From an optimization exercise on the open Yosys and OpenROAD flow, aimed at small area, a short achievable clock period and few clock cycles; shortcuts taken in it are not production practice.
In this exercise RTL edits were held to simulation tests only and were not proved equivalent to the original.
Power and IR drop assume default switching activity.

==> flow/design.v <==
module proc (
   imem_addr, dmem_addr, dmem_wdata, dmem_we, halted,
   clk, rst, imem_data, dmem_rdata
   );
   input clk;
   input rst;
   input [15:0] imem_data;
   input [15:0] dmem_rdata;
   output [15:0] imem_addr;
   output [15:0] dmem_addr;
   output [15:0] dmem_wdata;
   output dmem_we;
   output halted;
   reg [15:0] ir;       
   reg        v;        
   reg        hf;       
   reg [15:0] pcn;      
   reg [15:0] ra;       
   reg [15:0] rb;       
   reg [15:0] rw;       
   reg        sub;      
   reg [15:0] r0, r1, r2, r3, r4, r5, r6, r7;
   wire [4:0] op = ir[15:11];
   wire [2:0] rs = ir[10:8];
   wire [2:0] rt = ir[7:5];
   wire [2:0] rd = ir[4:2];
   wire is_halt  = (op == 5'b00000);
   wire is_j     = (op[4:2] == 3'b001);                    
   wire is_link  = (op[4:1] == 4'b0011);                   
   wire is_br    = (op[4:2] == 3'b011);
   wire is_alui  = (op[4:2] == 3'b010);                    
   wire is_shi   = (op[4:2] == 3'b101);                    
   wire is_st    = (op == 5'b10000);
   wire is_ld    = (op == 5'b10001);
   wire is_slbi  = (op == 5'b10010);
   wire is_stu   = (op == 5'b10011);
   wire is_lbi   = (op == 5'b11000);
   wire is_btr   = (op == 5'b11001);
   wire is_shr   = (op == 5'b11010);
   wire is_arr   = (op == 5'b11011);
   wire is_set   = (op[4:2] == 3'b111);
   wire [16:0] s17 = {1'b0, ra} + {1'b0, rb};
   wire [15:0] sum = s17[15:0];
   wire cout = s17[16];
   wire [15:0] p = ra ^ rb;
   wire eq = &p;                                           
   wire le = (ra[15] ^ rb[15]) ? sum[15] : ra[15];         
   reg set_r;
   always @(*) begin
      case (op[1:0])
        2'b00: set_r = eq;
        2'b01: set_r = le & ~eq;
        2'b10: set_r = le;
        default: set_r = cout;
      endcase
   end
   wire [1:0] shop = is_shi ? op[1:0] : ir[1:0];          
   wire [3:0] amt  = rb[3:0];
   wire left = ~shop[1];
   wire [15:0] arev;
   genvar gi;
   generate for (gi = 0; gi < 16; gi = gi + 1) begin : g_rev
      assign arev[gi] = ra[15 - gi];
   end endgenerate
   wire [15:0] sx = left ? arev : ra;
   wire [15:0] s1 = amt[0] ? {sx[0], sx[15:1]} : sx;
   wire [15:0] s2 = amt[1] ? {s1[1:0], s1[15:2]} : s1;
   wire [15:0] s3 = amt[2] ? {s2[3:0], s2[15:4]} : s2;
   wire [15:0] s4 = amt[3] ? {s3[7:0], s3[15:8]} : s3;
   wire [15:0] mask = 16'hFFFF >> amt;
   wire [15:0] sm = shop[0] ? (s4 & mask) : s4;
   wire [15:0] smrev;
   generate for (gi = 0; gi < 16; gi = gi + 1) begin : g_rev2
      assign smrev[gi] = sm[15 - gi];
   end endgenerate
   wire [15:0] shift_r = left ? smrev : sm;
   wire lxor = is_alui ? ~op[0] : ~ir[0];
   wire [15:0] logic_r = lxor ? p : (p & ra);
   wire sel_sum = (is_alui & ~op[1]) | is_stu | (is_arr & ~ir[1]);
   wire sel_log = (is_alui & op[1]) | (is_arr & ir[1]);
   wire sel_sh  = is_shi | is_shr;
   wire [15:0] wdata = ({16{sel_sum}} & (sum ^ {16{sub}}))
                     | ({16{sel_log}} & logic_r)
                     | ({16{sel_sh}}  & shift_r)
                     | {15'h0000, is_set & set_r}
                     | ({16{is_btr}}  & arev)
                     | ({16{is_slbi}} & {ra[7:0], ir[7:0]})
                     | ({16{is_lbi}}  & {{8{ir[7]}}, ir[7:0]})
                     | ({16{is_ld}}   & dmem_rdata)
                     | ({16{is_link}} & pcn);
   wire act = v & ~hf;
   wire wen = act & (is_alui | is_shi | is_ld | is_slbi | is_stu | op[4:3] == 2'b11 | is_link);
   reg [2:0] wsel;
   always @(*) begin
      if (is_link) wsel = 3'd7;
      else if (is_alui | is_shi | is_ld) wsel = rt;
      else if (is_stu | is_slbi | is_lbi) wsel = rs;
      else wsel = rd;
   end
   wire [15:0] wd = rst ? 16'h0000 : wdata;
   wire [7:0] wdec = 8'b1 << wsel;
   wire [7:0] we = {8{rst}} | ({8{wen}} & wdec);
   always @(posedge clk) begin
      if (we[0]) r0 <= wd;
      if (we[1]) r1 <= wd;
      if (we[2]) r2 <= wd;
      if (we[3]) r3 <= wd;
      if (we[4]) r4 <= wd;
      if (we[5]) r5 <= wd;
      if (we[6]) r6 <= wd;
      if (we[7]) r7 <= wd;
   end
   assign dmem_addr  = sum;
   assign dmem_wdata = rw;
   assign dmem_we    = act & (is_st | is_stu);
   wire wz = ~|rw;
   reg bcond;
   always @(*) begin
      case (op[1:0])
        2'b00: bcond = wz;
        2'b01: bcond = ~wz;
        2'b10: bcond = rw[15];
        default: bcond = ~rw[15];
      endcase
   end
   wire take = v & (is_j | (is_br & bcond));
   assign imem_addr = take ? sum : pcn;
   wire [15:0] pcn_next = imem_addr + 16'd2;
   wire [15:0] fi = imem_data;
   wire [4:0] fop = fi[15:11];
   wire f_br  = (fop[4:2] == 3'b011);
   wire f_pc  = f_br | (fop[4:2] == 3'b001 && !fop[0]);    
   wire [2:0] fa = fi[10:8];
   wire [2:0] fb = f_br ? fi[10:8] : fi[7:5];
   wire [7:0] fa1 = 8'b1 << fa;
   wire [7:0] fb1 = 8'b1 << fb;
   wire [15:0] rda = ({16{fa1[0]}} & r0) | ({16{fa1[1]}} & r1) | ({16{fa1[2]}} & r2) | ({16{fa1[3]}} & r3)
                   | ({16{fa1[4]}} & r4) | ({16{fa1[5]}} & r5) | ({16{fa1[6]}} & r6) | ({16{fa1[7]}} & r7);
   wire [15:0] rdb = ({16{fb1[0]}} & r0) | ({16{fb1[1]}} & r1) | ({16{fb1[2]}} & r2) | ({16{fb1[3]}} & r3)
                   | ({16{fb1[4]}} & r4) | ({16{fb1[5]}} & r5) | ({16{fb1[6]}} & r6) | ({16{fb1[7]}} & r7);
   wire fwa = wen & (wsel == fa);
   wire fwb = wen & (wsel == fb);
   wire [15:0] opa = fwa ? wdata : rda;
   wire [15:0] opb = fwb ? wdata : rdb;
   wire f_sub = (fop == 5'b01001) | (fop == 5'b11011 && fi[1:0] == 2'b01)
              | (fop[4:2] == 3'b111 && fop[1:0] != 2'b11);
   reg [15:0] fimm;
   always @(*) begin
      if (fop[4:2] == 3'b001) fimm = fop[0] ? {8'h00, fi[7:0]} : {{5{fi[10]}}, fi[10:0]};
      else if (f_br) fimm = {{8{fi[7]}}, fi[7:0]};
      else fimm = {{11{fi[4]}}, fi[4:0]};
   end
   wire [15:0] fb_val = (fop[4] & fop[3]) ? opb : fimm;
   always @(posedge clk) begin
      ir  <= fi;
      ra  <= f_pc ? pcn_next : opa;
      rb  <= fb_val ^ {16{f_sub}};
      rw  <= opb;
      sub <= f_sub;
   end
   always @(posedge clk) begin
      if (rst) begin
         v   <= 1'b0;
         hf  <= 1'b0;
         pcn <= 16'h0000;
      end else begin
         v   <= 1'b1;
         hf  <= hf | (v & is_halt);
         pcn <= pcn_next;
      end
   end
   assign halted = hf | (v & is_halt);
endmodule
Settings: LEC_CHECK=0, ABC_AREA=1, CAP_MARGIN=20, CORE_MARGIN=2, CORE_UTILIZATION=50, PLACE_DENSITY=0.7, SLEW_MARGIN=20; clock period 12.0 ns.
standard.sh (not shown) runs the stock make flow with config.mk's settings and CLKGATE_MAP_FILE= SYNTH_SCRIPT=/design/flow/synth_recipe.tcl, a recipe that flattens the netlist after the stock synthesis.
==> flow/flow/run.sh <==
#!/bin/bash
# The standard layout (the standard.sh: standard synthesis, ORFS floorplan to finish)
# with these changes:
#  - repair_timing aims at a larger setup slack (SETUP_SLACK_MARGIN) at the design's
#    unchanged clock period;
#  - every input and output port still gets its own buffer, a plain buf_2 instead of
#    the delay cell (clkdlybuf4s50_1) that buffer_ports picks by default;
#  - clock tree synthesis as ORFS runs it, without dummy loads.
set -euo pipefail
bash standard.sh SETUP_SLACK_MARGIN=7 \
  "BUFFER_PORTS_ARGS=-buffer_cell sky130_fd_sc_hd__buf_2" \
  "CTS_ARGS=-sink_clustering_enable -repair_clock_nets -dont_use_dummy_load" \
  finish > flow_make.log 2>&1
The starting point ran to the end with no violations.
Testbench counts at the start, summed over its fixed seeds: cycles 36,069.
Edit:
==> flow/flow/run.sh (replaced) <==
#!/bin/bash
# The standard layout (the standard.sh: standard synthesis, ORFS floorplan to finish)
# with these changes:
#  - ABC maps the logic with flow/abc_area.script (ABC_AREA is 1) instead of ORFS's
#    abc_area.script; ORFS's scripts are copied into the work folder for that, nothing
#    else in them changes, and the registers are those of the standard synthesis;
#  - repair_timing aims at a larger setup slack (SETUP_SLACK_MARGIN) at the design's
#    unchanged clock period;
#  - every input and output port still gets its own buffer, a plain buf_2 instead of
#    the delay cell (clkdlybuf4s50_1) that buffer_ports picks by default;
#  - clock tree synthesis without dummy loads.
set -euo pipefail
rm -rf orfs_scripts
cp -r "$FLOW_HOME/scripts" orfs_scripts
cp flow/abc_area.script orfs_scripts/abc_area.script
bash standard.sh SCRIPTS_DIR="$PWD/orfs_scripts" SETUP_SLACK_MARGIN=7 \
  "BUFFER_PORTS_ARGS=-buffer_cell sky130_fd_sc_hd__buf_2" \
  "CTS_ARGS=-sink_clustering_enable -repair_clock_nets -dont_use_dummy_load " \
  finish > flow_make.log 2>&1
==> flow/flow/abc_area.script (new file) <==
strash
dc2
balance
dch
map -B 0.9
topo
stime -c
buffer -c
upsize -c
dnsize -c
Settings changed: CORE_UTILIZATION 50 to 40, PLACE_DENSITY 0.7 to 0.6, TNS_END_PERCENT set to 0.
The changed run finished clean.
Die area goes up by about a fifth.
Synthesized cell count goes down by roughly a tenth.
Design area goes down by roughly a tenth.
Via count goes down by roughly a tenth.
Power goes down by a little under a tenth.
First-iteration DRC count goes down by a quarter to a third.
Clock skew goes up by 17 ps.
Worst hold slack loses 20 ps.

* * *

sierra:
// proc: RTL as listed in full above, without the edits since
Settings: LEC_CHECK=0, ABC_AREA=1, CAP_MARGIN=20, CORE_MARGIN=2, CORE_UTILIZATION=40, PLACE_DENSITY=0.6, SLEW_MARGIN=20, TNS_END_PERCENT=0; clock period 12.0 ns.
==> flow/flow/run.sh <==
#!/bin/bash
# The standard layout (the standard.sh: standard synthesis, ORFS floorplan to finish)
# with these changes:
#  - repair_timing aims at a larger setup slack (SETUP_SLACK_MARGIN) at the design's
#    unchanged clock period;
#  - every input and output port still gets its own buffer, a plain buf_2 instead of
#    the delay cell (clkdlybuf4s50_1) that buffer_ports picks by default;
#  - clock tree synthesis as ORFS runs it, without dummy loads.
set -euo pipefail
bash standard.sh SETUP_SLACK_MARGIN=7.5 ADDER_MAP_FILE= \
  "BUFFER_PORTS_ARGS=-buffer_cell sky130_fd_sc_hd__buf_2" \
  "CTS_ARGS=-sink_clustering_enable -repair_clock_nets -dont_use_dummy_load" \
  finish > flow_make.log 2>&1
In summary, sierra completed successfully, with a layout that passed the timing, design-rule and antenna checks.
Testbench counts of sierra, summed over its fixed seeds: cycles 36,069.
[inputs] amber vs sierra
- removing TNS_END_PERCENT (formerly 0)
- removing ABC_AREA (formerly 1)
diff --git a/flow/flow/run.sh b/flow/flow/run.sh
--- a/flow/flow/run.sh
+++ b/flow/flow/run.sh
@@ -8,5 +8,5 @@
 #  - clock tree synthesis as ORFS runs it, without dummy loads.
 set -euo pipefail
-bash standard.sh SETUP_SLACK_MARGIN=7.5 ADDER_MAP_FILE= \
+bash standard.sh SETUP_SLACK_MARGIN=7.5 \
   "BUFFER_PORTS_ARGS=-buffer_cell sky130_fd_sc_hd__buf_2" \
   "CTS_ARGS=-sink_clustering_enable -repair_clock_nets -dont_use_dummy_load" \
Notes after the runs:
sierra consumes less power than amber. Taking sierra as the reference point, the layout net count of amber falls by 10%. Clock group share of total power down 7.6 points in amber wrt sierra. Number of buffers inserted during clock tree synthesis, sierra and amber: higher on sierra. Between amber and sierra, it is amber whose number of buffers other than clock buffers in the final layout is higher, by about 100%. Looking at global-route wire length before repair across sierra and amber, the one that comes out lower is sierra.

afterwards: timing with drivers on the ports:
In the flow no input, the clock included, has a driving cell. The finished layouts below were timed again as built, in two steps. Step 1, drivers: a clkbuf_16 drives clk and a buf_2 each remaining input, both assumed. Step 2 moves the port delays by t, midway between the first and last clock arrival at a register: inputs arrive t later, outputs are due t later. That takes back most of the time a late clock gives input paths. Slacks: ideal ports / drivers / drivers and shift; pairs: ideal ports / drivers.
run | t, ns | slack for setup (ns) | worst setup path after step 2
the first run of note 1 | 0.564 | 6.986 / 6.939 / 6.827 | input to register
the second run of note 1 | 0.551 | 6.083 / 6.031 / 5.941 | input to register
sierra | 0.565 | 7.018 / 6.968 / 6.865 | input to register
amber | 0.541 | 6.687 / 6.637 / 7.031 | input to register
After both steps setup and hold are still met in every run listed. The setup slack of the first run of note 1, which loses most, moves by -0.047 ns with the drivers and by -0.159 ns with both steps.
